Context: an optimization exercise on an open-source flow, tuned for small area, a short achievable clock period and few clock cycles. The choices shown serve that exercise and are no tape-out recipe.
No run shown here included a check of the RTL's function; only the layout flow was run.
Power and IR drop assume default switching activity.

$ cat design/flow/run.sh
#!/bin/bash
# synth_recipe.tcl (not shown) runs the flow's synth.tcl, then flattens the netlist and writes it again
# the make line also repeats each setting of config.mk as NAME=value (left out here)
make -C /OpenROAD-flow-scripts/flow DESIGN_CONFIG=/design/flow/config.mk WORK_HOME=/design/flow/orfs CLKGATE_MAP_FILE= SYNTH_SCRIPT=/design/flow/synth_recipe.tcl finish
$ cat design/flow/config.mk
export PLATFORM = sky130hd
export DESIGN_NAME = divider1
export DESIGN_NICKNAME = divider1
export VERILOG_FILES = /design/flow/design.v
export SDC_FILE = /design/flow/constraint.sdc
export NUM_CORES = 8
export LEC_CHECK = 0
export CAP_MARGIN = 20
export CORE_MARGIN = 2
export CORE_UTILIZATION = 40
export SLEW_MARGIN = 20
export SYNTH_HIERARCHICAL = 1
$ cat design/flow/constraint.sdc
create_clock -name core_clock -period 32.0 [get_ports {clk}]
set_input_delay 6.4000 -clock core_clock [delete_from_list [all_inputs] [get_ports {clk}]]
set_output_delay 6.4000 -clock core_clock [all_outputs]
set_load 0.01 [all_outputs]
$ cat design/flow/design.v
module D_FF (q, d, reset, clk);
	output logic q;
	input logic d, reset, clk;
	always_ff @(posedge clk)
		if (reset)
			q <= 0;  
		else
			q <= d;  
endmodule
module FF_en(q, d, en, reset, clk);
	output q;
	input d, en, reset, clk;
	wire dat;
	D_FF ff(.q, .d(dat), .reset, .clk);
	NAND_MUX_2x1 muxs(.out(dat), .select(en), .invSelect(~en), .in({d, q}));
endmodule
module NAND_MUX_2x1(out, select, invSelect, in);
	output out;
	input select, invSelect;
	input [1:0] in;
	wire one, zero;
	nand oneNand(one, select, in[1]);
	nand zeroNand(zero, invSelect, in[0]);
	nand sumNand(out, one, zero);
endmodule
module NAND_MUX_4x1(out, select, invSelect, in);
	output out;
	input [1:0] select, invSelect;
	input [3:0] in;
	wire three, two, one, zero;
	nand zeroNand(zero, in[0], invSelect[1], invSelect[0]);
	nand oneNand(one, in[1], invSelect[1], select[0]);
	nand twoNand(two, in[2], select[1], invSelect[0]);
	nand threeNand(three, in[3], select[1], select[0]);
	nand sumNand(out, three, two, one, zero);
endmodule
module adderC65 (val1, val2, Cin, valOut);
	input logic [64:0] val1, val2;
	input logic Cin;
	output logic [64:0] valOut; 
	logic [64:0] cinToCout;
	genvar i;
	generate
		for(i=0; i<64; i++) begin : eachAdder
			full_adder adder(.S(valOut[i+1]), .Cout(cinToCout[i+1]), .A(val1[i+1]), .B(val2[i+1]), .Cin(cinToCout[i]));
		end
	endgenerate
	full_adder startAdder(.S(valOut[0]), .Cout(cinToCout[0]), .A(val1[0]), .B(val2[0]), .Cin);
endmodule
module divider1(quotient, valid_out, divisor, dividend, valid_in, rst, clk);
  output [63:0] quotient;
  output valid_out;
  input [63:0] divisor, dividend;
  input valid_in, rst, clk;
  localparam int K  = 3;                     
  localparam int DW = 67 + K;                
  localparam int JW = $clog2(67 / K + 2);    
  logic          busy;
  logic          first;   
  logic          vo;      
  logic          bzr;     
  logic [63:0]   rr;      
  logic [DW-1:0] rd;      
  logic [7:0]    sr;      
  logic          sbn;     
  logic [63:0]   rq;      
  logic          neg;     
  logic [JW-1:0] cnt;     
  wire quick = first & (zq | bzr);
  assign valid_out = vo | quick;
  div_neg u_neg(.q(rq), .neg(neg), .y(quotient));
  wire [63:0]   ma;
  wire          zq, bz, sa, sb;
  wire [7:0]    s;
  div_prep u_prep(.a(dividend), .b(divisor), .ma(ma), .bz(bz), .sa(sa), .sb(sb), .s(s));
  wire [JW-1:0] j0;
  div_ncyc #(.K(K), .JW(JW)) u_ncyc(.s(sr[6:0]), .j(j0));
  assign zq = sr[7];
  wire [DW-1:0] deff;
  div_shift #(.K(K), .DW(DW), .JW(JW)) u_sh(.d(rd), .amt(j0), .first(first), .fill(sbn), .y(deff));
  wire [63:0] r [K+1];
  wire [K-1:0] qb;
  assign r[0] = rr;
  for (genvar j = 0; j < K; j++) begin : g_it
    div_iter #(.DW(DW)) u_it(.r(r[j]), .d(j == 0 ? rd : (deff >> j)), .cin(~sbn),
                             .skip(j == 0 ? first : 1'b0), .y(r[j+1]), .q(qb[K-1-j]));
  end
  wire [JW-1:0] cnow = first ? j0 : cnt;
  wire last = (cnow == '0);
  always_ff @(posedge clk) begin
    if (rst) begin
      busy  <= 1'b0;
      first <= 1'b0;
      vo    <= 1'b0;
    end else if (!busy) begin
      busy  <= valid_in;
      first <= valid_in;
      vo    <= 1'b0;
    end else begin
      busy  <= ~last & ~quick;
      first <= 1'b0;
      vo    <= last & ~quick;
    end
  end
  always_ff @(posedge clk) begin
    if (!busy) begin
      bzr   <= bz;
      rr    <= ma;
      rd    <= (DW'(divisor ^ {64{sb}}) << (K - 1)) | DW'({(K-1){sb}});
      sr    <= s;
      sbn   <= sb;
      rq    <= {63'd0, bz};
      neg   <= bz ? ~sa : (sa ^ sb);
    end else begin
      rr    <= r[K];
      rd    <= deff >> K;
      cnt   <= cnow - 1'b1;
      rq    <= {rq[63-K:0], qb};
    end
  end
endmodule
module div_prep(input [63:0] a, input [63:0] b, output [63:0] ma, output bz,
                output sa, output sb, output [7:0] s);
  function automatic logic [6:0] bitlen(input logic [63:0] x, input logic inc);
    logic [63:0] v; logic [6:0] p [64];
    for (int i = 0; i < 64; i++) begin v[i] = x[i]; p[i] = inc ? 7'(i + 2) : 7'(i + 1); end
    for (int l = 0; l < 6; l++) begin
      for (int i = 0; i < (32 >> l); i++) begin
        p[i] = v[2*i+1] ? p[2*i+1] : p[2*i];
        v[i] = v[2*i+1] | v[2*i];
      end
    end
    bitlen = v[0] ? p[0] : {6'd0, inc};
  endfunction
  assign sa = a[63];
  assign sb = b[63];
  assign ma = sa ? (64'd0 - a) : a;
  wire [6:0]  la = bitlen({1'b0, a[62:0] ^ a[63:1]}, sa);
  wire [6:0]  lb = bitlen({1'b0, b[62:0] ^ b[63:1]}, 1'b0);
  assign bz = (b == 64'd0);
  wire        az = (la == 7'd0);
  wire [7:0]  sdiff = {1'b0, la} - {1'b0, lb};
  assign s  = az ? 8'hff : sdiff;
endmodule
module div_ncyc #(parameter int K = 3, parameter int JW = 5)(input [6:0] s, output logic [JW-1:0] j);
  always_comb begin
    j = '0;
    for (int i = 0; i < 128; i++) if (s == 7'(i)) j = JW'((i + 1) / K);
  end
endmodule
module div_shift #(parameter int K = 3, parameter int DW = 70, parameter int JW = 5)
  (input [DW-1:0] d, input [JW-1:0] amt, input first, input fill, output logic [DW-1:0] y);
  always_comb begin
    y = d;
    for (int k = 0; k < JW; k++)
      if (first & amt[k]) y = (y << (K << k)) | ~({DW{1'b1}} << (K << k)) & {DW{fill}};
  end
endmodule
module div_iter #(parameter int DW = 70)
  (input [63:0] r, input [DW-1:0] d, input cin, input skip, output [63:0] y, output q);
  wire [DW+1:0] t = {{(DW-64){1'b0}}, r, 1'b1} + {~d, cin};
  assign q = t[DW+1] & ~skip;
  assign y = q ? t[64:1] : r;
endmodule
module div_neg(input [63:0] q, input neg, output [63:0] y);
  assign y = neg ? (64'd0 - q) : q;
endmodule
module full_adder(S, Cout, A, B, Cin);
	output S, Cout;
	input A, B, Cin;
	wire AB, AC, BC;
	xor sum(S, A, B, Cin);
	nand ab(AB, A, B);
	nand ac(AC, A, Cin);
	nand bc(BC, B, Cin);
	nand abc(Cout, AB, AC, BC);
endmodule
module mux_2x1_X65(outs, select, invSelect, ins);
	output [64:0] outs;
	input select, invSelect;
	input [1:0][64:0] ins;
		NAND_MUX_2x1 m7(.out(outs[7]), .select, .invSelect, .in({ins[1][7], ins[0][7]}));
	NAND_MUX_2x1 m6(.out(outs[6]), .select, .invSelect, .in({ins[1][6], ins[0][6]}));
	NAND_MUX_2x1 m5(.out(outs[5]), .select, .invSelect, .in({ins[1][5], ins[0][5]}));
	NAND_MUX_2x1 m4(.out(outs[4]), .select, .invSelect, .in({ins[1][4], ins[0][4]}));
	NAND_MUX_2x1 m3(.out(outs[3]), .select, .invSelect, .in({ins[1][3], ins[0][3]}));
	NAND_MUX_2x1 m2(.out(outs[2]), .select, .invSelect, .in({ins[1][2], ins[0][2]}));
	NAND_MUX_2x1 m1(.out(outs[1]), .select, .invSelect, .in({ins[1][1], ins[0][1]}));
	NAND_MUX_2x1 m0(.out(outs[0]), .select, .invSelect, .in({ins[1][0], ins[0][0]}));
		NAND_MUX_2x1 m15(.out(outs[15]), .select, .invSelect, .in({ins[1][15], ins[0][15]}));
	NAND_MUX_2x1 m14(.out(outs[14]), .select, .invSelect, .in({ins[1][14], ins[0][14]}));
	NAND_MUX_2x1 m13(.out(outs[13]), .select, .invSelect, .in({ins[1][13], ins[0][13]}));
	NAND_MUX_2x1 m12(.out(outs[12]), .select, .invSelect, .in({ins[1][12], ins[0][12]}));
	NAND_MUX_2x1 m11(.out(outs[11]), .select, .invSelect, .in({ins[1][11], ins[0][11]}));
	NAND_MUX_2x1 m10(.out(outs[10]), .select, .invSelect, .in({ins[1][10], ins[0][10]}));
	NAND_MUX_2x1 m9(.out(outs[9]), .select, .invSelect, .in({ins[1][9], ins[0][9]}));
	NAND_MUX_2x1 m8(.out(outs[8]), .select, .invSelect, .in({ins[1][8], ins[0][8]}));
		NAND_MUX_2x1 m23(.out(outs[23]), .select, .invSelect, .in({ins[1][23], ins[0][23]}));
	NAND_MUX_2x1 m22(.out(outs[22]), .select, .invSelect, .in({ins[1][22], ins[0][22]}));
	NAND_MUX_2x1 m21(.out(outs[21]), .select, .invSelect, .in({ins[1][21], ins[0][21]}));
	NAND_MUX_2x1 m20(.out(outs[20]), .select, .invSelect, .in({ins[1][20], ins[0][20]}));
	NAND_MUX_2x1 m19(.out(outs[19]), .select, .invSelect, .in({ins[1][19], ins[0][19]}));
	NAND_MUX_2x1 m18(.out(outs[18]), .select, .invSelect, .in({ins[1][18], ins[0][18]}));
	NAND_MUX_2x1 m17(.out(outs[17]), .select, .invSelect, .in({ins[1][17], ins[0][17]}));
	NAND_MUX_2x1 m16(.out(outs[16]), .select, .invSelect, .in({ins[1][16], ins[0][16]}));
		NAND_MUX_2x1 m31(.out(outs[31]), .select, .invSelect, .in({ins[1][31], ins[0][31]}));
	NAND_MUX_2x1 m30(.out(outs[30]), .select, .invSelect, .in({ins[1][30], ins[0][30]}));
	NAND_MUX_2x1 m29(.out(outs[29]), .select, .invSelect, .in({ins[1][29], ins[0][29]}));
	NAND_MUX_2x1 m28(.out(outs[28]), .select, .invSelect, .in({ins[1][28], ins[0][28]}));
	NAND_MUX_2x1 m27(.out(outs[27]), .select, .invSelect, .in({ins[1][27], ins[0][27]}));
	NAND_MUX_2x1 m26(.out(outs[26]), .select, .invSelect, .in({ins[1][26], ins[0][26]}));
	NAND_MUX_2x1 m25(.out(outs[25]), .select, .invSelect, .in({ins[1][25], ins[0][25]}));
	NAND_MUX_2x1 m24(.out(outs[24]), .select, .invSelect, .in({ins[1][24], ins[0][24]}));
		NAND_MUX_2x1 m39(.out(outs[39]), .select, .invSelect, .in({ins[1][39], ins[0][39]}));
	NAND_MUX_2x1 m38(.out(outs[38]), .select, .invSelect, .in({ins[1][38], ins[0][38]}));
	NAND_MUX_2x1 m37(.out(outs[37]), .select, .invSelect, .in({ins[1][37], ins[0][37]}));
	NAND_MUX_2x1 m36(.out(outs[36]), .select, .invSelect, .in({ins[1][36], ins[0][36]}));
	NAND_MUX_2x1 m35(.out(outs[35]), .select, .invSelect, .in({ins[1][35], ins[0][35]}));
	NAND_MUX_2x1 m34(.out(outs[34]), .select, .invSelect, .in({ins[1][34], ins[0][34]}));
	NAND_MUX_2x1 m33(.out(outs[33]), .select, .invSelect, .in({ins[1][33], ins[0][33]}));
	NAND_MUX_2x1 m32(.out(outs[32]), .select, .invSelect, .in({ins[1][32], ins[0][32]}));
		NAND_MUX_2x1 m47(.out(outs[47]), .select, .invSelect, .in({ins[1][47], ins[0][47]}));
	NAND_MUX_2x1 m46(.out(outs[46]), .select, .invSelect, .in({ins[1][46], ins[0][46]}));
	NAND_MUX_2x1 m45(.out(outs[45]), .select, .invSelect, .in({ins[1][45], ins[0][45]}));
	NAND_MUX_2x1 m44(.out(outs[44]), .select, .invSelect, .in({ins[1][44], ins[0][44]}));
	NAND_MUX_2x1 m43(.out(outs[43]), .select, .invSelect, .in({ins[1][43], ins[0][43]}));
	NAND_MUX_2x1 m42(.out(outs[42]), .select, .invSelect, .in({ins[1][42], ins[0][42]}));
	NAND_MUX_2x1 m41(.out(outs[41]), .select, .invSelect, .in({ins[1][41], ins[0][41]}));
	NAND_MUX_2x1 m40(.out(outs[40]), .select, .invSelect, .in({ins[1][40], ins[0][40]}));
		NAND_MUX_2x1 m55(.out(outs[55]), .select, .invSelect, .in({ins[1][55], ins[0][55]}));
	NAND_MUX_2x1 m54(.out(outs[54]), .select, .invSelect, .in({ins[1][54], ins[0][54]}));
	NAND_MUX_2x1 m53(.out(outs[53]), .select, .invSelect, .in({ins[1][53], ins[0][53]}));
	NAND_MUX_2x1 m52(.out(outs[52]), .select, .invSelect, .in({ins[1][52], ins[0][52]}));
	NAND_MUX_2x1 m51(.out(outs[51]), .select, .invSelect, .in({ins[1][51], ins[0][51]}));
	NAND_MUX_2x1 m50(.out(outs[50]), .select, .invSelect, .in({ins[1][50], ins[0][50]}));
	NAND_MUX_2x1 m49(.out(outs[49]), .select, .invSelect, .in({ins[1][49], ins[0][49]}));
	NAND_MUX_2x1 m48(.out(outs[48]), .select, .invSelect, .in({ins[1][48], ins[0][48]}));
		NAND_MUX_2x1 m63(.out(outs[63]), .select, .invSelect, .in({ins[1][63], ins[0][63]}));
	NAND_MUX_2x1 m62(.out(outs[62]), .select, .invSelect, .in({ins[1][62], ins[0][62]}));
	NAND_MUX_2x1 m61(.out(outs[61]), .select, .invSelect, .in({ins[1][61], ins[0][61]}));
	NAND_MUX_2x1 m60(.out(outs[60]), .select, .invSelect, .in({ins[1][60], ins[0][60]}));
	NAND_MUX_2x1 m59(.out(outs[59]), .select, .invSelect, .in({ins[1][59], ins[0][59]}));
	NAND_MUX_2x1 m58(.out(outs[58]), .select, .invSelect, .in({ins[1][58], ins[0][58]}));
	NAND_MUX_2x1 m57(.out(outs[57]), .select, .invSelect, .in({ins[1][57], ins[0][57]}));
	NAND_MUX_2x1 m56(.out(outs[56]), .select, .invSelect, .in({ins[1][56], ins[0][56]}));
		NAND_MUX_2x1 m64(.out(outs[64]), .select, .invSelect, .in({ins[1][64], ins[0][64]}));
endmodule
module mux_4x1_X65(outs, select, invSelect, ins);
	output [64:0] outs;
	input [1:0] select, invSelect;
	input [3:0][64:0] ins;
		NAND_MUX_4x1 m7(.out(outs[7]), .select, .invSelect, .in({ins[3][7], ins[2][7], ins[1][7], ins[0][7]}));
	NAND_MUX_4x1 m6(.out(outs[6]), .select, .invSelect, .in({ins[3][6], ins[2][6], ins[1][6], ins[0][6]}));
	NAND_MUX_4x1 m5(.out(outs[5]), .select, .invSelect, .in({ins[3][5], ins[2][5], ins[1][5], ins[0][5]}));
	NAND_MUX_4x1 m4(.out(outs[4]), .select, .invSelect, .in({ins[3][4], ins[2][4], ins[1][4], ins[0][4]}));
	NAND_MUX_4x1 m3(.out(outs[3]), .select, .invSelect, .in({ins[3][3], ins[2][3], ins[1][3], ins[0][3]}));
	NAND_MUX_4x1 m2(.out(outs[2]), .select, .invSelect, .in({ins[3][2], ins[2][2], ins[1][2], ins[0][2]}));
	NAND_MUX_4x1 m1(.out(outs[1]), .select, .invSelect, .in({ins[3][1], ins[2][1], ins[1][1], ins[0][1]}));
	NAND_MUX_4x1 m0(.out(outs[0]), .select, .invSelect, .in({ins[3][0], ins[2][0], ins[1][0], ins[0][0]}));
		NAND_MUX_4x1 m15(.out(outs[15]), .select, .invSelect, .in({ins[3][15], ins[2][15], ins[1][7], ins[0][15]}));
	NAND_MUX_4x1 m14(.out(outs[14]), .select, .invSelect, .in({ins[3][14], ins[2][14], ins[1][7], ins[0][14]}));
	NAND_MUX_4x1 m13(.out(outs[13]), .select, .invSelect, .in({ins[3][13], ins[2][13], ins[1][7], ins[0][13]}));
	NAND_MUX_4x1 m12(.out(outs[12]), .select, .invSelect, .in({ins[3][12], ins[2][12], ins[1][7], ins[0][12]}));
	NAND_MUX_4x1 m11(.out(outs[11]), .select, .invSelect, .in({ins[3][11], ins[2][11], ins[1][7], ins[0][11]}));
	NAND_MUX_4x1 m10(.out(outs[10]), .select, .invSelect, .in({ins[3][10], ins[2][10], ins[1][7], ins[0][10]}));
	NAND_MUX_4x1 m9(.out(outs[9]), .select, .invSelect, .in({ins[3][9], ins[2][9], ins[1][7], ins[0][9]}));
	NAND_MUX_4x1 m8(.out(outs[8]), .select, .invSelect, .in({ins[3][8], ins[2][8], ins[1][7], ins[0][8]}));
		NAND_MUX_4x1 m23(.out(outs[23]), .select, .invSelect, .in({ins[3][23], ins[2][23], ins[1][23], ins[0][23]}));
	NAND_MUX_4x1 m22(.out(outs[22]), .select, .invSelect, .in({ins[3][22], ins[2][22], ins[1][22], ins[0][22]}));
	NAND_MUX_4x1 m21(.out(outs[21]), .select, .invSelect, .in({ins[3][21], ins[2][21], ins[1][21], ins[0][21]}));
	NAND_MUX_4x1 m20(.out(outs[20]), .select, .invSelect, .in({ins[3][20], ins[2][20], ins[1][20], ins[0][20]}));
	NAND_MUX_4x1 m19(.out(outs[19]), .select, .invSelect, .in({ins[3][19], ins[2][19], ins[1][19], ins[0][19]}));
	NAND_MUX_4x1 m18(.out(outs[18]), .select, .invSelect, .in({ins[3][18], ins[2][18], ins[1][18], ins[0][18]}));
	NAND_MUX_4x1 m17(.out(outs[17]), .select, .invSelect, .in({ins[3][17], ins[2][17], ins[1][17], ins[0][17]}));
	NAND_MUX_4x1 m16(.out(outs[16]), .select, .invSelect, .in({ins[3][16], ins[2][16], ins[1][16], ins[0][16]}));
		NAND_MUX_4x1 m31(.out(outs[31]), .select, .invSelect, .in({ins[3][31], ins[2][31], ins[1][31], ins[0][31]}));
	NAND_MUX_4x1 m30(.out(outs[30]), .select, .invSelect, .in({ins[3][30], ins[2][30], ins[1][30], ins[0][30]}));
	NAND_MUX_4x1 m29(.out(outs[29]), .select, .invSelect, .in({ins[3][29], ins[2][29], ins[1][29], ins[0][29]}));
	NAND_MUX_4x1 m28(.out(outs[28]), .select, .invSelect, .in({ins[3][28], ins[2][28], ins[1][28], ins[0][28]}));
	NAND_MUX_4x1 m27(.out(outs[27]), .select, .invSelect, .in({ins[3][27], ins[2][27], ins[1][27], ins[0][27]}));
	NAND_MUX_4x1 m26(.out(outs[26]), .select, .invSelect, .in({ins[3][26], ins[2][26], ins[1][26], ins[0][26]}));
	NAND_MUX_4x1 m25(.out(outs[25]), .select, .invSelect, .in({ins[3][25], ins[2][25], ins[1][25], ins[0][25]}));
	NAND_MUX_4x1 m24(.out(outs[24]), .select, .invSelect, .in({ins[3][24], ins[2][24], ins[1][24], ins[0][24]}));
		NAND_MUX_4x1 m39(.out(outs[39]), .select, .invSelect, .in({ins[3][39], ins[2][39], ins[1][39], ins[0][39]}));
	NAND_MUX_4x1 m38(.out(outs[38]), .select, .invSelect, .in({ins[3][38], ins[2][38], ins[1][38], ins[0][38]}));
	NAND_MUX_4x1 m37(.out(outs[37]), .select, .invSelect, .in({ins[3][37], ins[2][37], ins[1][37], ins[0][37]}));
	NAND_MUX_4x1 m36(.out(outs[36]), .select, .invSelect, .in({ins[3][36], ins[2][36], ins[1][36], ins[0][36]}));
	NAND_MUX_4x1 m35(.out(outs[35]), .select, .invSelect, .in({ins[3][35], ins[2][35], ins[1][35], ins[0][35]}));
	NAND_MUX_4x1 m34(.out(outs[34]), .select, .invSelect, .in({ins[3][34], ins[2][34], ins[1][34], ins[0][34]}));
	NAND_MUX_4x1 m33(.out(outs[33]), .select, .invSelect, .in({ins[3][33], ins[2][33], ins[1][33], ins[0][33]}));
	NAND_MUX_4x1 m32(.out(outs[32]), .select, .invSelect, .in({ins[3][32], ins[2][32], ins[1][32], ins[0][32]}));
		NAND_MUX_4x1 m47(.out(outs[47]), .select, .invSelect, .in({ins[3][47], ins[2][47], ins[1][47], ins[0][47]}));
	NAND_MUX_4x1 m46(.out(outs[46]), .select, .invSelect, .in({ins[3][46], ins[2][46], ins[1][46], ins[0][46]}));
	NAND_MUX_4x1 m45(.out(outs[45]), .select, .invSelect, .in({ins[3][45], ins[2][45], ins[1][45], ins[0][45]}));
	NAND_MUX_4x1 m44(.out(outs[44]), .select, .invSelect, .in({ins[3][44], ins[2][44], ins[1][44], ins[0][44]}));
	NAND_MUX_4x1 m43(.out(outs[43]), .select, .invSelect, .in({ins[3][43], ins[2][43], ins[1][43], ins[0][43]}));
	NAND_MUX_4x1 m42(.out(outs[42]), .select, .invSelect, .in({ins[3][42], ins[2][42], ins[1][42], ins[0][42]}));
	NAND_MUX_4x1 m41(.out(outs[41]), .select, .invSelect, .in({ins[3][41], ins[2][41], ins[1][41], ins[0][41]}));
	NAND_MUX_4x1 m40(.out(outs[40]), .select, .invSelect, .in({ins[3][40], ins[2][40], ins[1][40], ins[0][40]}));
		NAND_MUX_4x1 m55(.out(outs[55]), .select, .invSelect, .in({ins[3][55], ins[2][55], ins[1][55], ins[0][55]}));
	NAND_MUX_4x1 m54(.out(outs[54]), .select, .invSelect, .in({ins[3][54], ins[2][54], ins[1][54], ins[0][54]}));
	NAND_MUX_4x1 m53(.out(outs[53]), .select, .invSelect, .in({ins[3][53], ins[2][53], ins[1][53], ins[0][53]}));
	NAND_MUX_4x1 m52(.out(outs[52]), .select, .invSelect, .in({ins[3][52], ins[2][52], ins[1][52], ins[0][52]}));
	NAND_MUX_4x1 m51(.out(outs[51]), .select, .invSelect, .in({ins[3][51], ins[2][51], ins[1][51], ins[0][51]}));
	NAND_MUX_4x1 m50(.out(outs[50]), .select, .invSelect, .in({ins[3][50], ins[2][50], ins[1][50], ins[0][50]}));
	NAND_MUX_4x1 m49(.out(outs[49]), .select, .invSelect, .in({ins[3][49], ins[2][49], ins[1][49], ins[0][49]}));
	NAND_MUX_4x1 m48(.out(outs[48]), .select, .invSelect, .in({ins[3][48], ins[2][48], ins[1][48], ins[0][48]}));
		NAND_MUX_4x1 m63(.out(outs[63]), .select, .invSelect, .in({ins[3][63], ins[2][63], ins[1][63], ins[0][63]}));
	NAND_MUX_4x1 m62(.out(outs[62]), .select, .invSelect, .in({ins[3][62], ins[2][62], ins[1][62], ins[0][62]}));
	NAND_MUX_4x1 m61(.out(outs[61]), .select, .invSelect, .in({ins[3][61], ins[2][61], ins[1][61], ins[0][61]}));
	NAND_MUX_4x1 m60(.out(outs[60]), .select, .invSelect, .in({ins[3][60], ins[2][60], ins[1][60], ins[0][60]}));
	NAND_MUX_4x1 m59(.out(outs[59]), .select, .invSelect, .in({ins[3][59], ins[2][59], ins[1][59], ins[0][59]}));
	NAND_MUX_4x1 m58(.out(outs[58]), .select, .invSelect, .in({ins[3][58], ins[2][58], ins[1][58], ins[0][58]}));
	NAND_MUX_4x1 m57(.out(outs[57]), .select, .invSelect, .in({ins[3][57], ins[2][57], ins[1][57], ins[0][57]}));
	NAND_MUX_4x1 m56(.out(outs[56]), .select, .invSelect, .in({ins[3][56], ins[2][56], ins[1][56], ins[0][56]}));
		NAND_MUX_4x1 m64(.out(outs[64]), .select, .invSelect, .in({ins[3][64], ins[2][64], ins[1][64], ins[0][64]}));
endmodule
module norifier(outs, ins1, ins0);
	output [63:0] outs;
	input [63:0] ins1, ins0;
		nor oa7(outs[7], ins1[7], ins0[7]);
	nor oa6(outs[6], ins1[6], ins0[6]);
	nor oa5(outs[5], ins1[5], ins0[5]);
	nor oa4(outs[4], ins1[4], ins0[4]);
	nor oa3(outs[3], ins1[3], ins0[3]);
	nor oa2(outs[2], ins1[2], ins0[2]);
	nor oa1(outs[1], ins1[1], ins0[1]);
	nor oa0(outs[0], ins1[0], ins0[0]);
		nor oa15(outs[15], ins1[15], ins0[15]);
	nor oa14(outs[14], ins1[14], ins0[14]);
	nor oa13(outs[13], ins1[13], ins0[13]);
	nor oa12(outs[12], ins1[12], ins0[12]);
	nor oa11(outs[11], ins1[11], ins0[11]);
	nor oa10(outs[10], ins1[10], ins0[10]);
	nor oa9(outs[9], ins1[9], ins0[9]);
	nor oa8(outs[8], ins1[8], ins0[8]);
		nor oa23(outs[23], ins1[23], ins0[23]);
	nor oa22(outs[22], ins1[22], ins0[22]);
	nor oa21(outs[21], ins1[21], ins0[21]);
	nor oa20(outs[20], ins1[20], ins0[20]);
	nor oa19(outs[19], ins1[19], ins0[19]);
	nor oa18(outs[18], ins1[18], ins0[18]);
	nor oa17(outs[17], ins1[17], ins0[17]);
	nor oa16(outs[16], ins1[16], ins0[16]);
		nor oa31(outs[31], ins1[31], ins0[31]);
	nor oa30(outs[30], ins1[30], ins0[30]);
	nor oa29(outs[29], ins1[29], ins0[29]);
	nor oa28(outs[28], ins1[28], ins0[28]);
	nor oa27(outs[27], ins1[27], ins0[27]);
	nor oa26(outs[26], ins1[26], ins0[26]);
	nor oa25(outs[25], ins1[25], ins0[25]);
	nor oa24(outs[24], ins1[24], ins0[24]);
		nor oa39(outs[39], ins1[39], ins0[39]);
	nor oa38(outs[38], ins1[38], ins0[38]);
	nor oa37(outs[37], ins1[37], ins0[37]);
	nor oa36(outs[36], ins1[36], ins0[36]);
	nor oa35(outs[35], ins1[35], ins0[35]);
	nor oa34(outs[34], ins1[34], ins0[34]);
	nor oa33(outs[33], ins1[33], ins0[33]);
	nor oa32(outs[32], ins1[32], ins0[32]);
		nor oa47(outs[47], ins1[47], ins0[47]);
	nor oa46(outs[46], ins1[46], ins0[46]);
	nor oa45(outs[45], ins1[45], ins0[45]);
	nor oa44(outs[44], ins1[44], ins0[44]);
	nor oa43(outs[43], ins1[43], ins0[43]);
	nor oa42(outs[42], ins1[42], ins0[42]);
	nor oa41(outs[41], ins1[41], ins0[41]);
	nor oa40(outs[40], ins1[40], ins0[40]);
		nor oa55(outs[55], ins1[55], ins0[55]);
	nor oa54(outs[54], ins1[54], ins0[54]);
	nor oa53(outs[53], ins1[53], ins0[53]);
	nor oa52(outs[52], ins1[52], ins0[52]);
	nor oa51(outs[51], ins1[51], ins0[51]);
	nor oa50(outs[50], ins1[50], ins0[50]);
	nor oa49(outs[49], ins1[49], ins0[49]);
	nor oa48(outs[48], ins1[48], ins0[48]);
		nor oa63(outs[63], ins1[63], ins0[63]);
	nor oa62(outs[62], ins1[62], ins0[62]);
	nor oa61(outs[61], ins1[61], ins0[61]);
	nor oa60(outs[60], ins1[60], ins0[60]);
	nor oa59(outs[59], ins1[59], ins0[59]);
	nor oa58(outs[58], ins1[58], ins0[58]);
	nor oa57(outs[57], ins1[57], ins0[57]);
	nor oa56(outs[56], ins1[56], ins0[56]);
endmodule
module registerX64(outs, ins, en, rst, clk);
	output [63:0] outs;
	input [63:0] ins;
	input en, rst, clk;
		FF_en r7(.q(outs[7]), .d(ins[7]), .en, .reset(rst), .clk);
	FF_en r6(.q(outs[6]), .d(ins[6]), .en, .reset(rst), .clk);
	FF_en r5(.q(outs[5]), .d(ins[5]), .en, .reset(rst), .clk);
	FF_en r4(.q(outs[4]), .d(ins[4]), .en, .reset(rst), .clk);
	FF_en r3(.q(outs[3]), .d(ins[3]), .en, .reset(rst), .clk);
	FF_en r2(.q(outs[2]), .d(ins[2]), .en, .reset(rst), .clk);
	FF_en r1(.q(outs[1]), .d(ins[1]), .en, .reset(rst), .clk);
	FF_en r0(.q(outs[0]), .d(ins[0]), .en, .reset(rst), .clk);
		FF_en r15(.q(outs[15]), .d(ins[15]), .en, .reset(rst), .clk);
	FF_en r14(.q(outs[14]), .d(ins[14]), .en, .reset(rst), .clk);
	FF_en r13(.q(outs[13]), .d(ins[13]), .en, .reset(rst), .clk);
	FF_en r12(.q(outs[12]), .d(ins[12]), .en, .reset(rst), .clk);
	FF_en r11(.q(outs[11]), .d(ins[11]), .en, .reset(rst), .clk);
	FF_en r10(.q(outs[10]), .d(ins[10]), .en, .reset(rst), .clk);
	FF_en r9(.q(outs[9]), .d(ins[9]), .en, .reset(rst), .clk);
	FF_en r8(.q(outs[8]), .d(ins[8]), .en, .reset(rst), .clk);
		FF_en r23(.q(outs[23]), .d(ins[23]), .en, .reset(rst), .clk);
	FF_en r22(.q(outs[22]), .d(ins[22]), .en, .reset(rst), .clk);
	FF_en r21(.q(outs[21]), .d(ins[21]), .en, .reset(rst), .clk);
	FF_en r20(.q(outs[20]), .d(ins[20]), .en, .reset(rst), .clk);
	FF_en r19(.q(outs[19]), .d(ins[19]), .en, .reset(rst), .clk);
	FF_en r18(.q(outs[18]), .d(ins[18]), .en, .reset(rst), .clk);
	FF_en r17(.q(outs[17]), .d(ins[17]), .en, .reset(rst), .clk);
	FF_en r16(.q(outs[16]), .d(ins[16]), .en, .reset(rst), .clk);
		FF_en r31(.q(outs[31]), .d(ins[31]), .en, .reset(rst), .clk);
	FF_en r30(.q(outs[30]), .d(ins[30]), .en, .reset(rst), .clk);
	FF_en r29(.q(outs[29]), .d(ins[29]), .en, .reset(rst), .clk);
	FF_en r28(.q(outs[28]), .d(ins[28]), .en, .reset(rst), .clk);
	FF_en r27(.q(outs[27]), .d(ins[27]), .en, .reset(rst), .clk);
	FF_en r26(.q(outs[26]), .d(ins[26]), .en, .reset(rst), .clk);
	FF_en r25(.q(outs[25]), .d(ins[25]), .en, .reset(rst), .clk);
	FF_en r24(.q(outs[24]), .d(ins[24]), .en, .reset(rst), .clk);
		FF_en r39(.q(outs[39]), .d(ins[39]), .en, .reset(rst), .clk);
	FF_en r38(.q(outs[38]), .d(ins[38]), .en, .reset(rst), .clk);
	FF_en r37(.q(outs[37]), .d(ins[37]), .en, .reset(rst), .clk);
	FF_en r36(.q(outs[36]), .d(ins[36]), .en, .reset(rst), .clk);
	FF_en r35(.q(outs[35]), .d(ins[35]), .en, .reset(rst), .clk);
	FF_en r34(.q(outs[34]), .d(ins[34]), .en, .reset(rst), .clk);
	FF_en r33(.q(outs[33]), .d(ins[33]), .en, .reset(rst), .clk);
	FF_en r32(.q(outs[32]), .d(ins[32]), .en, .reset(rst), .clk);
		FF_en r47(.q(outs[47]), .d(ins[47]), .en, .reset(rst), .clk);
	FF_en r46(.q(outs[46]), .d(ins[46]), .en, .reset(rst), .clk);
	FF_en r45(.q(outs[45]), .d(ins[45]), .en, .reset(rst), .clk);
	FF_en r44(.q(outs[44]), .d(ins[44]), .en, .reset(rst), .clk);
	FF_en r43(.q(outs[43]), .d(ins[43]), .en, .reset(rst), .clk);
	FF_en r42(.q(outs[42]), .d(ins[42]), .en, .reset(rst), .clk);
	FF_en r41(.q(outs[41]), .d(ins[41]), .en, .reset(rst), .clk);
	FF_en r40(.q(outs[40]), .d(ins[40]), .en, .reset(rst), .clk);
		FF_en r55(.q(outs[55]), .d(ins[55]), .en, .reset(rst), .clk);
	FF_en r54(.q(outs[54]), .d(ins[54]), .en, .reset(rst), .clk);
	FF_en r53(.q(outs[53]), .d(ins[53]), .en, .reset(rst), .clk);
	FF_en r52(.q(outs[52]), .d(ins[52]), .en, .reset(rst), .clk);
	FF_en r51(.q(outs[51]), .d(ins[51]), .en, .reset(rst), .clk);
	FF_en r50(.q(outs[50]), .d(ins[50]), .en, .reset(rst), .clk);
	FF_en r49(.q(outs[49]), .d(ins[49]), .en, .reset(rst), .clk);
	FF_en r48(.q(outs[48]), .d(ins[48]), .en, .reset(rst), .clk);
		FF_en r63(.q(outs[63]), .d(ins[63]), .en, .reset(rst), .clk);
	FF_en r62(.q(outs[62]), .d(ins[62]), .en, .reset(rst), .clk);
	FF_en r61(.q(outs[61]), .d(ins[61]), .en, .reset(rst), .clk);
	FF_en r60(.q(outs[60]), .d(ins[60]), .en, .reset(rst), .clk);
	FF_en r59(.q(outs[59]), .d(ins[59]), .en, .reset(rst), .clk);
	FF_en r58(.q(outs[58]), .d(ins[58]), .en, .reset(rst), .clk);
	FF_en r57(.q(outs[57]), .d(ins[57]), .en, .reset(rst), .clk);
	FF_en r56(.q(outs[56]), .d(ins[56]), .en, .reset(rst), .clk);
endmodule
module registerX65(outs, ins, en, rst, clk);
	output [64:0] outs;
	input [64:0] ins;
	input en, rst, clk;
		FF_en r7(.q(outs[7]), .d(ins[7]), .en, .reset(rst), .clk);
	FF_en r6(.q(outs[6]), .d(ins[6]), .en, .reset(rst), .clk);
	FF_en r5(.q(outs[5]), .d(ins[5]), .en, .reset(rst), .clk);
	FF_en r4(.q(outs[4]), .d(ins[4]), .en, .reset(rst), .clk);
	FF_en r3(.q(outs[3]), .d(ins[3]), .en, .reset(rst), .clk);
	FF_en r2(.q(outs[2]), .d(ins[2]), .en, .reset(rst), .clk);
	FF_en r1(.q(outs[1]), .d(ins[1]), .en, .reset(rst), .clk);
	FF_en r0(.q(outs[0]), .d(ins[0]), .en, .reset(rst), .clk);
		FF_en r15(.q(outs[15]), .d(ins[15]), .en, .reset(rst), .clk);
	FF_en r14(.q(outs[14]), .d(ins[14]), .en, .reset(rst), .clk);
	FF_en r13(.q(outs[13]), .d(ins[13]), .en, .reset(rst), .clk);
	FF_en r12(.q(outs[12]), .d(ins[12]), .en, .reset(rst), .clk);
	FF_en r11(.q(outs[11]), .d(ins[11]), .en, .reset(rst), .clk);
	FF_en r10(.q(outs[10]), .d(ins[10]), .en, .reset(rst), .clk);
	FF_en r9(.q(outs[9]), .d(ins[9]), .en, .reset(rst), .clk);
	FF_en r8(.q(outs[8]), .d(ins[8]), .en, .reset(rst), .clk);
		FF_en r23(.q(outs[23]), .d(ins[23]), .en, .reset(rst), .clk);
	FF_en r22(.q(outs[22]), .d(ins[22]), .en, .reset(rst), .clk);
	FF_en r21(.q(outs[21]), .d(ins[21]), .en, .reset(rst), .clk);
	FF_en r20(.q(outs[20]), .d(ins[20]), .en, .reset(rst), .clk);
	FF_en r19(.q(outs[19]), .d(ins[19]), .en, .reset(rst), .clk);
	FF_en r18(.q(outs[18]), .d(ins[18]), .en, .reset(rst), .clk);
	FF_en r17(.q(outs[17]), .d(ins[17]), .en, .reset(rst), .clk);
	FF_en r16(.q(outs[16]), .d(ins[16]), .en, .reset(rst), .clk);
		FF_en r31(.q(outs[31]), .d(ins[31]), .en, .reset(rst), .clk);
	FF_en r30(.q(outs[30]), .d(ins[30]), .en, .reset(rst), .clk);
	FF_en r29(.q(outs[29]), .d(ins[29]), .en, .reset(rst), .clk);
	FF_en r28(.q(outs[28]), .d(ins[28]), .en, .reset(rst), .clk);
	FF_en r27(.q(outs[27]), .d(ins[27]), .en, .reset(rst), .clk);
	FF_en r26(.q(outs[26]), .d(ins[26]), .en, .reset(rst), .clk);
	FF_en r25(.q(outs[25]), .d(ins[25]), .en, .reset(rst), .clk);
	FF_en r24(.q(outs[24]), .d(ins[24]), .en, .reset(rst), .clk);
		FF_en r39(.q(outs[39]), .d(ins[39]), .en, .reset(rst), .clk);
	FF_en r38(.q(outs[38]), .d(ins[38]), .en, .reset(rst), .clk);
	FF_en r37(.q(outs[37]), .d(ins[37]), .en, .reset(rst), .clk);
	FF_en r36(.q(outs[36]), .d(ins[36]), .en, .reset(rst), .clk);
	FF_en r35(.q(outs[35]), .d(ins[35]), .en, .reset(rst), .clk);
	FF_en r34(.q(outs[34]), .d(ins[34]), .en, .reset(rst), .clk);
	FF_en r33(.q(outs[33]), .d(ins[33]), .en, .reset(rst), .clk);
	FF_en r32(.q(outs[32]), .d(ins[32]), .en, .reset(rst), .clk);
		FF_en r47(.q(outs[47]), .d(ins[47]), .en, .reset(rst), .clk);
	FF_en r46(.q(outs[46]), .d(ins[46]), .en, .reset(rst), .clk);
	FF_en r45(.q(outs[45]), .d(ins[45]), .en, .reset(rst), .clk);
	FF_en r44(.q(outs[44]), .d(ins[44]), .en, .reset(rst), .clk);
	FF_en r43(.q(outs[43]), .d(ins[43]), .en, .reset(rst), .clk);
	FF_en r42(.q(outs[42]), .d(ins[42]), .en, .reset(rst), .clk);
	FF_en r41(.q(outs[41]), .d(ins[41]), .en, .reset(rst), .clk);
	FF_en r40(.q(outs[40]), .d(ins[40]), .en, .reset(rst), .clk);
		FF_en r55(.q(outs[55]), .d(ins[55]), .en, .reset(rst), .clk);
	FF_en r54(.q(outs[54]), .d(ins[54]), .en, .reset(rst), .clk);
	FF_en r53(.q(outs[53]), .d(ins[53]), .en, .reset(rst), .clk);
	FF_en r52(.q(outs[52]), .d(ins[52]), .en, .reset(rst), .clk);
	FF_en r51(.q(outs[51]), .d(ins[51]), .en, .reset(rst), .clk);
	FF_en r50(.q(outs[50]), .d(ins[50]), .en, .reset(rst), .clk);
	FF_en r49(.q(outs[49]), .d(ins[49]), .en, .reset(rst), .clk);
	FF_en r48(.q(outs[48]), .d(ins[48]), .en, .reset(rst), .clk);
		FF_en r63(.q(outs[63]), .d(ins[63]), .en, .reset(rst), .clk);
	FF_en r62(.q(outs[62]), .d(ins[62]), .en, .reset(rst), .clk);
	FF_en r61(.q(outs[61]), .d(ins[61]), .en, .reset(rst), .clk);
	FF_en r60(.q(outs[60]), .d(ins[60]), .en, .reset(rst), .clk);
	FF_en r59(.q(outs[59]), .d(ins[59]), .en, .reset(rst), .clk);
	FF_en r58(.q(outs[58]), .d(ins[58]), .en, .reset(rst), .clk);
	FF_en r57(.q(outs[57]), .d(ins[57]), .en, .reset(rst), .clk);
	FF_en r56(.q(outs[56]), .d(ins[56]), .en, .reset(rst), .clk);
		FF_en r64(.q(outs[64]), .d(ins[64]), .en, .reset(rst), .clk);
endmodule
module xnorifier(outs, ins1, ins0);
	output [63:0] outs;
	input [63:0] ins1, ins0;
		xnor  xoa7(outs[7], ins1[7], ins0[7]);
	xnor xoa6(outs[6], ins1[6], ins0[6]);
	xnor xoa5(outs[5], ins1[5], ins0[5]);
	xnor xoa4(outs[4], ins1[4], ins0[4]);
	xnor xoa3(outs[3], ins1[3], ins0[3]);
	xnor xoa2(outs[2], ins1[2], ins0[2]);
	xnor xoa1(outs[1], ins1[1], ins0[1]);
	xnor xoa0(outs[0], ins1[0], ins0[0]);
		xnor xoa15(outs[15], ins1[15], ins0[15]);
	xnor xoa14(outs[14], ins1[14], ins0[14]);
	xnor xoa13(outs[13], ins1[13], ins0[13]);
	xnor xoa12(outs[12], ins1[12], ins0[12]);
	xnor xoa11(outs[11], ins1[11], ins0[11]);
	xnor xoa10(outs[10], ins1[10], ins0[10]);
	xnor xoa9(outs[9], ins1[9], ins0[9]);
	xnor xoa8(outs[8], ins1[8], ins0[8]);
		xnor xoa23(outs[23], ins1[23], ins0[23]);
	xnor xoa22(outs[22], ins1[22], ins0[22]);
	xnor xoa21(outs[21], ins1[21], ins0[21]);
	xnor xoa20(outs[20], ins1[20], ins0[20]);
	xnor xoa19(outs[19], ins1[19], ins0[19]);
	xnor xoa18(outs[18], ins1[18], ins0[18]);
	xnor xoa17(outs[17], ins1[17], ins0[17]);
	xnor xoa16(outs[16], ins1[16], ins0[16]);
		xnor xoa31(outs[31], ins1[31], ins0[31]);
	xnor xoa30(outs[30], ins1[30], ins0[30]);
	xnor xoa29(outs[29], ins1[29], ins0[29]);
	xnor xoa28(outs[28], ins1[28], ins0[28]);
	xnor xoa27(outs[27], ins1[27], ins0[27]);
	xnor xoa26(outs[26], ins1[26], ins0[26]);
	xnor xoa25(outs[25], ins1[25], ins0[25]);
	xnor xoa24(outs[24], ins1[24], ins0[24]);
		xnor xoa39(outs[39], ins1[39], ins0[39]);
	xnor xoa38(outs[38], ins1[38], ins0[38]);
	xnor xoa37(outs[37], ins1[37], ins0[37]);
	xnor xoa36(outs[36], ins1[36], ins0[36]);
	xnor xoa35(outs[35], ins1[35], ins0[35]);
	xnor xoa34(outs[34], ins1[34], ins0[34]);
	xnor xoa33(outs[33], ins1[33], ins0[33]);
	xnor xoa32(outs[32], ins1[32], ins0[32]);
		xnor xoa47(outs[47], ins1[47], ins0[47]);
	xnor xoa46(outs[46], ins1[46], ins0[46]);
	xnor xoa45(outs[45], ins1[45], ins0[45]);
	xnor xoa44(outs[44], ins1[44], ins0[44]);
	xnor xoa43(outs[43], ins1[43], ins0[43]);
	xnor xoa42(outs[42], ins1[42], ins0[42]);
	xnor xoa41(outs[41], ins1[41], ins0[41]);
	xnor xoa40(outs[40], ins1[40], ins0[40]);
		xnor xoa55(outs[55], ins1[55], ins0[55]);
	xnor xoa54(outs[54], ins1[54], ins0[54]);
	xnor xoa53(outs[53], ins1[53], ins0[53]);
	xnor xoa52(outs[52], ins1[52], ins0[52]);
	xnor xoa51(outs[51], ins1[51], ins0[51]);
	xnor xoa50(outs[50], ins1[50], ins0[50]);
	xnor xoa49(outs[49], ins1[49], ins0[49]);
	xnor xoa48(outs[48], ins1[48], ins0[48]);
		xnor xoa63(outs[63], ins1[63], ins0[63]);
	xnor xoa62(outs[62], ins1[62], ins0[62]);
	xnor xoa61(outs[61], ins1[61], ins0[61]);
	xnor xoa60(outs[60], ins1[60], ins0[60]);
	xnor xoa59(outs[59], ins1[59], ins0[59]);
	xnor xoa58(outs[58], ins1[58], ins0[58]);
	xnor xoa57(outs[57], ins1[57], ins0[57]);
	xnor xoa56(outs[56], ins1[56], ins0[56]);
endmodule
==> flow_metrics.env, run 1 <==
export IMPL_cp_slowest_stage_delay_ns=0.82
export IMPL_end_kind="flip-flop"
export IMPL_rsz0062_at_grt="no"
export IMPL_wl_per_cell_um=25.0
export IMPL_hpwl_um=119000
export IMPL_hold_depth=1
export IMPL_hold_violations=0
export IMPL_core_mm2=0.0863
export IMPL_min_to="rq[36]"
export IMPL_multiInputGateArea_mm2=0.0274
export IMPL_layout_min_cycle_time_ns=12.36
export IMPL_viasPerCell=6.13
export IMPL_wl_um=147000
export IMPL_whs_ns=0.505
export IMPL_syn2layout_area_growth_pct=10.9
export IMPL_gp_congestion=1.04
export IMPL_fin_skew_ns=0.0242
export IMPL_die_x_um=299
export IMPL_setup_viol=0
export IMPL_grt_pass1_vias=33900
export IMPL_htree_num_levels=1
export IMPL_tightest_slew_ns=1.24
export IMPL_r2r_start="rd[18]"
export IMPL_path_max_fanout=46
export IMPL_die_area_mm2=0.0891
export IMPL_reg2reg_slack_ns=19.64
export IMPL_fill_cells=8883
export IMPL_hold_path_class="flip-flop to flip-flop"
export IMPL_seq_area_mm2=0.00445
export IMPL_synth_cell_area_mm2=0.0347
export IMPL_cts_made_buffers=31
export IMPL_first_iter_violations=3567
export IMPL_grt_ovfl_total=0
export IMPL_min_from="rq[33]"
export IMPL_ir_drop_v=0.0000493
export IMPL_leakagePower_uw=0.0159
export IMPL_drv_cap=0
export IMPL_drive_above_1_share_pct=10.3
export IMPL_dieHeight_um=299
export IMPL_cts_tree="yes"
export IMPL_cp_start_kind="flip-flop"
export IMPL_route_vias_total=36000
export IMPL_antenna_found_initial=5
export IMPL_cts_sinks=214
export IMPL_rr_endpoint="rr[60]"
export IMPL_ctsResizeCount=0
export IMPL_grt_pass1_wl_um=215000
export IMPL_postRouteAntennaNets=0
export IMPL_initial_utilization_pct=40.2
export IMPL_netlist_instances=4620
export IMPL_first_pass_iters=6
export IMPL_critPathMostFrequentCell="o211ai_2"
export IMPL_grt_max_degree=100
export IMPL_setup_tns_final_ns=0
export IMPL_max_freq_ghz=0.0809
export IMPL_rows=108
export IMPL_path_clk_slew_ns=0.06
export IMPL_postCtsHoldBufs=0
export IMPL_ys_warn_count=12
export IMPL_postCtsSetupRepairBufs=0
export IMPL_arrival_ns=12.87
export IMPL_crit_slowest_cell="and2_1"
export IMPL_portBuffers=195
export IMPL_slew_headroom_pct=16.8
export IMPL_post_route_drc_count=0
export IMPL_grt_use_total_pct=31.3
export IMPL_synth_avg_cell_area_um2=7.51
export IMPL_ios=196
export IMPL_root_buffer="clkbuf_16"
export IMPL_clock_latency_ns=0.63
export IMPL_p_per_area_mw_per_mm2=92.1
export IMPL_status="finished clean"
export IMPL_rr_worst_depth=34
export IMPL_cp_required_ns=32.51
export IMPL_timing_worst_setup_path_type="flip-flop to flip-flop"
export IMPL_cts_buffer_depth=3
export IMPL_period_share_pct=38.6
export IMPL_final_max_slew_viol_count=0
export IMPL_fin_nets=5148
==> how the worst max path moves through the flow <==
stage,start,to
6_report,rd[18],rr[60]
3_3_place_gp,rd[18],rr[60]
3_5_place_dp,rd[18],rr[60]
4_1_cts,rd[18],rr[60]
2_1_floorplan,dividend[63],sr[6]
5_1_grt,rd[18],rr[60]
==> power breakdown <==
part / total (µW) / internal [µW] / switching [µW]
Combinational: 2730 / 1030 / 1700
Clock: 402 / 240 / 162
Sequential: 414 / 319 / 94.9
==> routing by layer <==
layer,vias to the layer above,GRT usage [%],part of all wire [%]
met5,-,0,0
met2,1699,51.0,45
met1,17000,39.5,41
met3,367,5.63,8.2
li1,16900,-,-
met4,0,16.0,6.0
==> flip-flops by register name (all words and copies together) (netlist names) <==
signal	cells
cnt	5
rr	64
first	1
bzr	1
vo	1
sbn	1
busy	1
sr	8
neg	1
rq	64
rd	67
==> layout by cell type, fill, tap and decap left out, types with 72 or more instances in the layout <==
master           count
nand2_1            416
inv_1              416
a21oi_1            354
xnor2_1            336
ha_1               325
o21ai_0            263
nor2_1             235
mux2_2             209
dfxtp_1            196
clkdlybuf4s50_1    193
nand3_1            122
o21ai_1             96
and2_1              93
nand4_1             76
xor2_1              73
buf_4               72
==> worst max-delay path: cells and delay by family, from the launching register on <==
kind,cells,cell delay [ns]
fa+ha+maj,3,1.29
mux,3,1.15
compound gates,19,5.29
simple gates,5,2.65
flops,1,0.67
buf+inv,4,1.01
==> through the flow <==
step	total power [µW]	setup slack, ns	cells	area (µm²)	utilization, %
floorplan	2290	21.40	4630	34700	-
global placement	3070	20.07	5810	37300	43.2
detailed placement	3050	19.96	5810	37300	43.2
CTS	3470	19.93	5868	38500	44.6
global route	3760	19.16	5868	38500	44.6
finish	3540	19.64	5869	38500	44.6
==> layout make-up <==
class / count / area share [%]
timing repair buffer: 266 / 6.43
clock buffer: 36 / 2.28
antenna: 1 / 0.00650
inverter: 419 / 4.08
tap: 1155 / 3.75
multi-input combinational: 3756 / 71.1
sequential: 214 / 11.6
clock inverter: 22 / 0.764
==> inputs of run 2 (changes only) <==
--- a/design/flow/design.v
+++ b/design/flow/design.v
@@ -56,3 +56,3 @@
   localparam int DW = 67 + K;                
-  localparam int JW = $clog2(67 / K + 2);    
+  localparam int JW = 5;                     
   logic          busy;
--- a/design/flow/config.mk
+++ b/design/flow/config.mk
@@ -7,6 +7,6 @@
 export LEC_CHECK = 0
-export CAP_MARGIN = 20
+export CAP_MARGIN = 50
 export CORE_MARGIN = 2
 export CORE_UTILIZATION = 40
-export SLEW_MARGIN = 20
+export SLEW_MARGIN = 50
 export SYNTH_HIERARCHICAL = 1
==> run 2 against run 1 <==
Still clean. Sequential share of layout area about the same. Sequential cell count unchanged. Final area is 0.32% higher. Global-route usage grew 0.17 points. Combinational power about the same. Clock-buffer cell count grew 5. Power down 0.38%. Critical path type unchanged.
==> flow_metrics.env, run 2 <==
export IMPL_rows=108
export IMPL_min_from="rq[33]"
export IMPL_clock_latency_ns=0.65
export IMPL_critPathMostFrequentCell="buf_4"
export IMPL_grt_pass1_vias=34000
export IMPL_hold_path_class="flip-flop to flip-flop"
export IMPL_grt_use_total_pct=31.5
export IMPL_place_inst=5812
export IMPL_antenna_found_initial=7
export IMPL_netlist_instances=4620
export IMPL_hold_violations=0
export IMPL_crit_slowest_cell="dfxtp_1"
export IMPL_finalNonFillerCells=5870
export IMPL_path_max_fanout=46
export IMPL_gp_congestion=1.04
export IMPL_grt_ovfl_total=0
export IMPL_portBuffers=195
export IMPL_grt_busiest_layer="met2"
export IMPL_first_pass_iters=9
export IMPL_syn2layout_area_growth_pct=11.3
export IMPL_timing_worst_setup_path_type="flip-flop to flip-flop"
export IMPL_hpwl_um=119000
export IMPL_path_clk_slew_ns=0.06
export IMPL_die_area_mm2=0.0891
export IMPL_final_cell_mix="nand2_1, inv_1, a21oi_1"
export IMPL_grt_use_met3_pct=5.42
export IMPL_r2r_start="rd[27]"
export IMPL_initial_utilization_pct=40.2
export IMPL_post_route_util_pct=44.7
export IMPL_cp_slowest_stage_delay_ns=0.72
export IMPL_worst_path_buf_inv=6
export IMPL_viasPerCell=6.17
export IMPL_ctsResizeCount=0
export IMPL_ios=196
export IMPL_crit_family="compound AO/OA/AOI/OAI gates"
export IMPL_htree_num_levels=1
export IMPL_tightest_slew_ns=0.830
export IMPL_setup_tns_final_ns=0
export IMPL_cts_sinks=214
export IMPL_min_to="rq[36]"
export IMPL_root_buffer="clkbuf_16"
export IMPL_grtUsageMet1_pct=40.2
export IMPL_first_iter_violations=3738
export IMPL_setup_viol=0
export IMPL_cts_tree="yes"
export IMPL_rsz0062_at_grt="no"
export IMPL_reg2reg_slack_ns=19.84
export IMPL_grt_use_met2_pct=51.3
export IMPL_wl_um=147000
export IMPL_postCtsHoldBufs=0
export IMPL_grt_max_degree=100
export IMPL_grt_pass1_wl_um=217000
export IMPL_post_route_drc_count=0
export IMPL_drive_above_1_share_pct=10.8
export IMPL_core_mm2=0.0863
export IMPL_drv_cap=0
export IMPL_final_max_slew_viol_count=0
export IMPL_hold_depth=1
export IMPL_total_power_uw=3530
export IMPL_synth_cell_area_mm2=0.0347
export IMPL_postCtsSetupRepairBufs=0
export IMPL_wl_per_cell_um=25.1
export IMPL_cts_made_buffers=30
export IMPL_reg_largest_list="rd x67, rq x64, rr x64"
export IMPL_leakagePower_uw=0.0159
export IMPL_postRouteAntennaNets=0
export IMPL_rr_worst_depth=36
export IMPL_top_register="rd"
export IMPL_ys_warn_count=12
export IMPL_max_freq_ghz=0.0823
export IMPL_die_x_um=299
export IMPL_arrival_ns=12.65
export IMPL_route_vias_total=36200
export IMPL_whs_ns=0.506
export IMPL_synth_avg_cell_area_um2=7.51
export IMPL_slew_headroom_pct=44.3
export IMPL_cts_buffer_depth=3
export IMPL_cp_start_kind="flip-flop"
export IMPL_largest_reg_flops=67
export IMPL_p_per_area_mw_per_mm2=91.4
export IMPL_period_share_pct=38.0
export IMPL_ir_drop_v=0.0000526
export IMPL_end_kind="flip-flop"
export IMPL_status="finished clean"
export IMPL_cp_required_ns=32.49
export IMPL_layout_min_cycle_time_ns=12.16
export IMPL_fin_skew_ns=0.0574
export IMPL_dieHeight_um=299
export IMPL_rr_endpoint="rr[0]"
export IMPL_fin_nets=5151
-- run 2: area by class of cell --
class / count / area, µm²
inverters: 419 / 1570
clock buffers: 41 / 822
flip-flops and latches: 214 / 4450
fillers: 8865 / 47700
repair buffers: 270 / 2510
clock inverters: 14 / 225
multi-input cells: 3756 / 27600
well taps: 1155 / 1450
diodes: 1 / 2.50
-- run 2: worst max-delay path by stage --
stage            startpoint      to  slack, ns  cells past startpoint
3_3_place_gp         rd[18]  rr[60]      20.07                     34
4_1_cts               rd[0]   rr[0]      20.04                     35
2_1_floorplan  dividend[63]   sr[6]      21.40                     19
3_5_place_dp          rd[0]   rr[0]      20.13                     35
6_report             rd[27]   rr[0]      19.84                     36
5_1_grt               rd[0]   rr[0]      19.35                     37
-- run 2: stage by stage --
step           setup slack [ns]  instance area [µm²]
2_1_floorplan             21.40                34700
3_3_place_gp              20.07                37300
4_1_cts                   20.04                38500
5_1_grt                   19.35                38600
6_report                  19.84                38600
3_5_place_dp              20.13                37500
-- run 2: routing by layer --
layer  wire, µm  share of wire (%)  vias to the layer above
li1           -                  -                    16900
met1      59900                 41                    17100
met2      66500                 45                     1752
met3      12300                8.3                      382
met4       8540                5.8                        2
met5         13             0.0088                        -
-- run 2: power breakdown --
group | leakage (µW) | switching [µW] | internal, µW | total [µW]
Clock | 0.000510 | 149 | 220 | 368
Sequential | 0.00180 | 92.1 | 319 | 411
Combinational | 0.0136 | 1720 | 1030 | 2750
==> inputs of run 3 (changes only) <==
--- a/design/flow/config.mk
+++ b/design/flow/config.mk
@@ -7,6 +7,6 @@
 export LEC_CHECK = 0
-export CAP_MARGIN = 50
+export CAP_MARGIN = 80
 export CORE_MARGIN = 2
 export CORE_UTILIZATION = 40
-export SLEW_MARGIN = 50
+export SLEW_MARGIN = 80
 export SYNTH_HIERARCHICAL = 1
==> run 3 against run 2 <==
Utilization rose by 8.5 points. Cell count grew 4.7%. Power up 16%. Fmax is 1.8% lower. Sequential power increased by 1%. Clock skew fell by 0.027 ns. Clock power barely moved. Sequential cell count unchanged. Combinational power grew 21%. Area after synthesis is the same. Critical path type unchanged.
==> flow_metrics.env, run 3 <==
export IMPL_layout_min_cycle_time_ns=12.38
export IMPL_reg2reg_slack_ns=19.62
export IMPL_grt_ovfl_total=0
export IMPL_grt_max_degree=38
export IMPL_route_vias_total=37600
export IMPL_final_max_slew_viol_count=0
export IMPL_r2r_start="rd[6]"
export IMPL_min_to="rq[14]"
export IMPL_grt_pass1_wl_um=226000
export IMPL_arrival_ns=12.90
export IMPL_reg_largest_list="rd x67, rq x64, rr x64"
export IMPL_wl_per_cell_um=24.7
export IMPL_rr_endpoint="rr[59]"
export IMPL_die_area_mm2=0.0891
export IMPL_root_buffer="clkbuf_16"
export IMPL_seq_area_mm2=0.00452
export IMPL_wl_um=152000
export IMPL_clock_latency_ns=0.64
export IMPL_postCtsHoldBufs=0
export IMPL_period_share_pct=38.7
export IMPL_gp_congestion=1.04
export IMPL_fin_skew_ns=0.0304
export IMPL_hpwl_um=126000
export IMPL_hold_violations=0
export IMPL_timing_worst_setup_path_type="flip-flop to flip-flop"
export IMPL_max_freq_ghz=0.0808
export IMPL_cts_tree="yes"
export IMPL_ir_drop_v=0.0000530
export IMPL_largest_reg_flops=67
export IMPL_path_clk_slew_ns=0.06
export IMPL_ys_warn_count=12
export IMPL_cts_buffer_depth=3
export IMPL_hold_depth=1
export IMPL_dieHeight_um=299
export IMPL_p_per_area_mw_per_mm2=89.3
export IMPL_rr_worst_depth=46
export IMPL_crit_slowest_cell="clkdlybuf4s50_1"
export IMPL_netlist_instances=4620
export IMPL_fill_cells=8145
export IMPL_path_max_fanout=22
export IMPL_grt_use_total_pct=32.7
export IMPL_first_pass_iters=7
export IMPL_initial_utilization_pct=40.2
export IMPL_hold_path_class="flip-flop to flip-flop"
export IMPL_core_mm2=0.0863
export IMPL_rsz0062_at_grt="no"
export IMPL_ios=196
export IMPL_cp_start_kind="flip-flop"
export IMPL_top_register="rd"
export IMPL_post_route_drc_count=0
export IMPL_setup_tns_final_ns=0
export IMPL_fin_nets=5428
export IMPL_first_iter_violations=3458
export IMPL_critPathMostFrequentCell="o211ai_4"
export IMPL_cts_sinks=214
export IMPL_grt_pass1_vias=36100
export IMPL_htree_num_levels=1
export IMPL_synth_avg_cell_area_um2=7.51
export IMPL_min_from="rq[11]"
export IMPL_postRouteAntennaNets=0
export IMPL_drive_above_1_share_pct=26.0
export IMPL_whs_ns=0.510
export IMPL_ctsResizeCount=0
export IMPL_rows=108
export IMPL_synth_cell_area_mm2=0.0347
export IMPL_cp_slowest_stage_delay_ns=0.59
export IMPL_viasPerCell=6.12
export IMPL_die_x_um=299
export IMPL_fin_area_mm2=0.0459
export IMPL_postCtsSetupRepairBufs=0
export IMPL_dpl_cell_area_mm2=0.0436
export IMPL_worst_slack_ns=19.62
export IMPL_drv_cap=0
export IMPL_final_common_cell="inv_1"
export IMPL_cp_required_ns=32.52
export IMPL_post_route_util_pct=53.2
export IMPL_multiInputGateArea_mm2=0.0322
export IMPL_syn2layout_area_growth_pct=32.4
export IMPL_cts_made_buffers=30
export IMPL_end_kind="flip-flop"
export IMPL_leakagePower_uw=0.0183
export IMPL_setup_viol=0
export IMPL_antenna_found_initial=11
export IMPL_portBuffers=195
export IMPL_final_cell_mix="inv_1, nand2_1, ha_1"
export IMPL_preCtsSetupSlack_ns=19.76
export IMPL_status="finished clean"
==> run 3: per-stage QoR <==
| stage | total power [µW] | std cells |
|---|---|---|
| floorplan | 2290 | 4630 |
| finish | 4100 | 6147 |
| global placement | 3070 | 5810 |
| CTS | 3910 | 6123 |
| global route | 4340 | 6146 |
| detailed placement | 3520 | 6068 |
==> run 3: report_power, final <==
part           internal, µW  leakage (µW)  total, µW  switching, µW
logic                  1320        0.0160       3320           2010
clock network           211      0.000504        366            155
registers               323       0.00181        416           93.5
total                  1850        0.0183       4100           2250
==> run 3: critical path, delay by kind of cell, from the launching register on <==
family | cells | cell delay [ns]
and+or+nand+nor | 7 | 1.61
buffers and inverters | 15 | 3.94
muxes | 4 | 1.25
xor gates and xnor gates | 1 | 0.09
DFF | 1 | 0.44
AOI/OAI and AO/OA | 16 | 3.46
adders and majority gates | 3 | 1.39
==> run 3: per-layer routing <==
metal / track usage (%) / part of all wire (%) / vias up
li1: - / - / 17500
met2: 53.7 / 45 / 1632
met4: 17.1 / 6.6 / 2
met1: 41.2 / 40 / 18000
met5: 0 / 0.0092 / -
met3: 5.39 / 7.8 / 478
==> run 3: how the worst max path moves through the flow <==
stage | startpoint | endpoint | slack (ns) | depth (start not counted)
after floorplan | dividend[63] | sr[6] | 21.40 | 19
after global placement | rd[18] | rr[60] | 20.07 | 34
after detailed placement | dividend[48] | sr[6] | 19.76 | 19
after CTS | rd[6] | rr[61] | 19.83 | 46
after global routing | rd[6] | rr[59] | 19.23 | 46
final | rd[6] | rr[59] | 19.62 | 46
==> run 3: layout make-up <==
cell class | count | share of cell area (%)
well taps | 1155 | 3.15
clock buffers | 40 | 1.85
repair buffers | 547 | 11.2
diodes | 1 | 0.00545
inverters | 419 | 3.45
clock inverters | 15 | 0.414
multi-input cells | 3756 | 70.1
flip-flops and latches | 214 | 9.85
==> inputs of run 4 (changes only) <==
--- a/design/flow/config.mk
+++ b/design/flow/config.mk
@@ -7,6 +7,6 @@
 export LEC_CHECK = 0
-export CAP_MARGIN = 80
+export CAP_MARGIN = 50
 export CORE_MARGIN = 2
-export CORE_UTILIZATION = 40
-export SLEW_MARGIN = 80
+export CORE_UTILIZATION = 75
+export SLEW_MARGIN = 50
 export SYNTH_HIERARCHICAL = 1
==> run 4 against run 3 <==
Via count grew 5.5%. Register-to-register slack improved by 0.23 ns. Synthesized cell count stayed put. Power is 13% lower. Sequential cell count stayed put. Largest cell class unchanged. Largest power group unchanged.
==> flow_metrics.env, run 4 <==
export IMPL_rsz0062_at_grt="no"
export IMPL_top_register="rd"
export IMPL_grt_pass1_wl_um=210000
export IMPL_cts_made_buffers=26
export IMPL_worst_path_buf_inv=4
export IMPL_cts_sinks=214
export IMPL_final_max_slew_viol_count=0
export IMPL_synth_cell_area_mm2=0.0347
export IMPL_arrival_ns=12.62
export IMPL_slew_headroom_pct=40.9
export IMPL_ctsResizeCount=0
export IMPL_drive_above_1_share_pct=10.8
export IMPL_htree_num_levels=1
export IMPL_period_share_pct=38.0
export IMPL_core_mm2=0.0456
export IMPL_seq_area_mm2=0.00445
export IMPL_min_from="rq[11]"
export IMPL_layout_min_cycle_time_ns=12.15
export IMPL_crit_slowest_cell="dfxtp_1"
export IMPL_status="finished clean"
export IMPL_netlist_instances=4620
export IMPL_postRouteAntennaNets=0
export IMPL_postCtsSetupRepairBufs=0
export IMPL_finalNonFillerCells=5307
export IMPL_ir_drop_v=0.0000950
export IMPL_wl_per_cell_um=26.6
export IMPL_die_area_mm2=0.0480
export IMPL_initial_utilization_pct=76.2
export IMPL_setup_viol=0
export IMPL_final_cell_mix="nand2_1, inv_1, a21oi_1"
export IMPL_route_vias_total=39700
export IMPL_cp_start_kind="flip-flop"
export IMPL_gp_congestion=1.17
export IMPL_multiInputGateArea_mm2=0.0277
export IMPL_startpoint="rd[0]"
export IMPL_path_clk_slew_ns=0.06
export IMPL_reg2reg_slack_ns=19.85
export IMPL_path_depth=34
export IMPL_root_buffer="clkbuf_16"
export IMPL_hpwl_um=105000
export IMPL_p_per_area_mw_per_mm2=94.6
export IMPL_post_route_drc_count=0
export IMPL_synth_avg_cell_area_um2=7.51
export IMPL_cp_slowest_stage_delay_ns=0.68
export IMPL_cp_endpoint="rr[60]"
export IMPL_max_freq_ghz=0.0823
export IMPL_leakagePower_uw=0.0157
export IMPL_drv_cap=0
export IMPL_fin_nets=5128
export IMPL_ios=196
export IMPL_grt_max_degree=125
export IMPL_antenna_found_initial=19
export IMPL_dieHeight_um=219
export IMPL_grt_pass1_vias=35800
export IMPL_r2r_start="rd[0]"
export IMPL_worst_slack_ns=19.85
export IMPL_fin_skew_ns=0.0151
export IMPL_cts_buffer_depth=3
export IMPL_grt_use_total_pct=56.9
export IMPL_end_kind="flip-flop"
export IMPL_rr_endpoint="rr[60]"
export IMPL_path_max_fanout=46
export IMPL_portBuffers=195
export IMPL_wl_um=141000
export IMPL_largest_reg_flops=67
export IMPL_hold_path_class="flip-flop to flip-flop"
export IMPL_first_pass_iters=46
export IMPL_timing_worst_setup_path_type="flip-flop to flip-flop"
export IMPL_crit_family="compound AO/OA/AOI/OAI gates"
export IMPL_die_x_um=219
export IMPL_syn2layout_area_growth_pct=8.82
export IMPL_rr_worst_depth=34
export IMPL_cts_tree="yes"
export IMPL_cp_required_ns=32.47
export IMPL_clock_latency_ns=0.59
export IMPL_viasPerCell=7.48
export IMPL_postCtsHoldBufs=0
export IMPL_tightest_slew_ns=0.887
export IMPL_setup_tns_final_ns=0
export IMPL_hold_violations=0
export IMPL_grt_ovfl_total=0
export IMPL_first_iter_violations=7248
export IMPL_rows=78
export IMPL_preCtsSetupSlack_ns=20.35
export IMPL_fill_cells=3053
export IMPL_place_inst=5233
export IMPL_critPathMostFrequentCell="o211ai_2"
export IMPL_ys_warn_count=12
export IMPL_reg_largest_list="rd x67, rq x64, rr x64"
## run 4: metal layers
| layer | up-vias | GRT usage [%] | share of wire (%) |
|---|---|---|---|
| met3 | 1315 | 27.3 | 16 |
| li1 | 16900 | - | - |
| met4 | 16 | 48.4 | 12 |
| met1 | 17700 | 64.4 | 33 |
| met2 | 3699 | 79.9 | 39 |
| met5 | - | 1.15 | 0.12 |
## run 4: worst min path at each step
stage,end,depth (start not counted)
after detailed placement,rq[14],1
after global placement,rq[9],1
after floorplan,rq[4],1
after CTS,rq[14],1
final,rq[14],1
after global routing,rq[39],1
## run 4: cell type report
cell class              count  area share, %
diodes                     19          0.126
clock buffers              34           1.88
clock inverters            14          0.351
inverters                 419           4.16
multi-input cells        3756           73.3
flip-flops and latches    214           11.8
well taps                 600           1.99
repair buffers            251           6.39
## run 4: per-stage QoR
stage          power (µW)  util (%)  hold slack [ns]  area (µm²)
6_report             3570      82.9            0.511       37800
5_1_grt              3730      82.8            0.539       37700
4_1_cts              3310      82.2            0.507       37500
3_5_place_dp         2990      80.4            0.494       36600
3_3_place_gp         2920      79.9            0.486       36400
2_1_floorplan        2290         -            0.451       34700
## run 4: power breakdown
part           total (µW)  leakage, µW  internal [µW]  switching (µW)
clock network         308     0.000403            166             142
logic                2850       0.0135           1030            1820
registers             413      0.00180            319            94.4

Re-timed with assumed drivers on the ports (clkbuf_16 on the clock, buf_2 on other inputs), run 4 has 19.852 ns of setup slack against 19.852 ns with ideal ports, and 19.852 ns once port delays also move by the mid clock arrival of 0.648 ns.
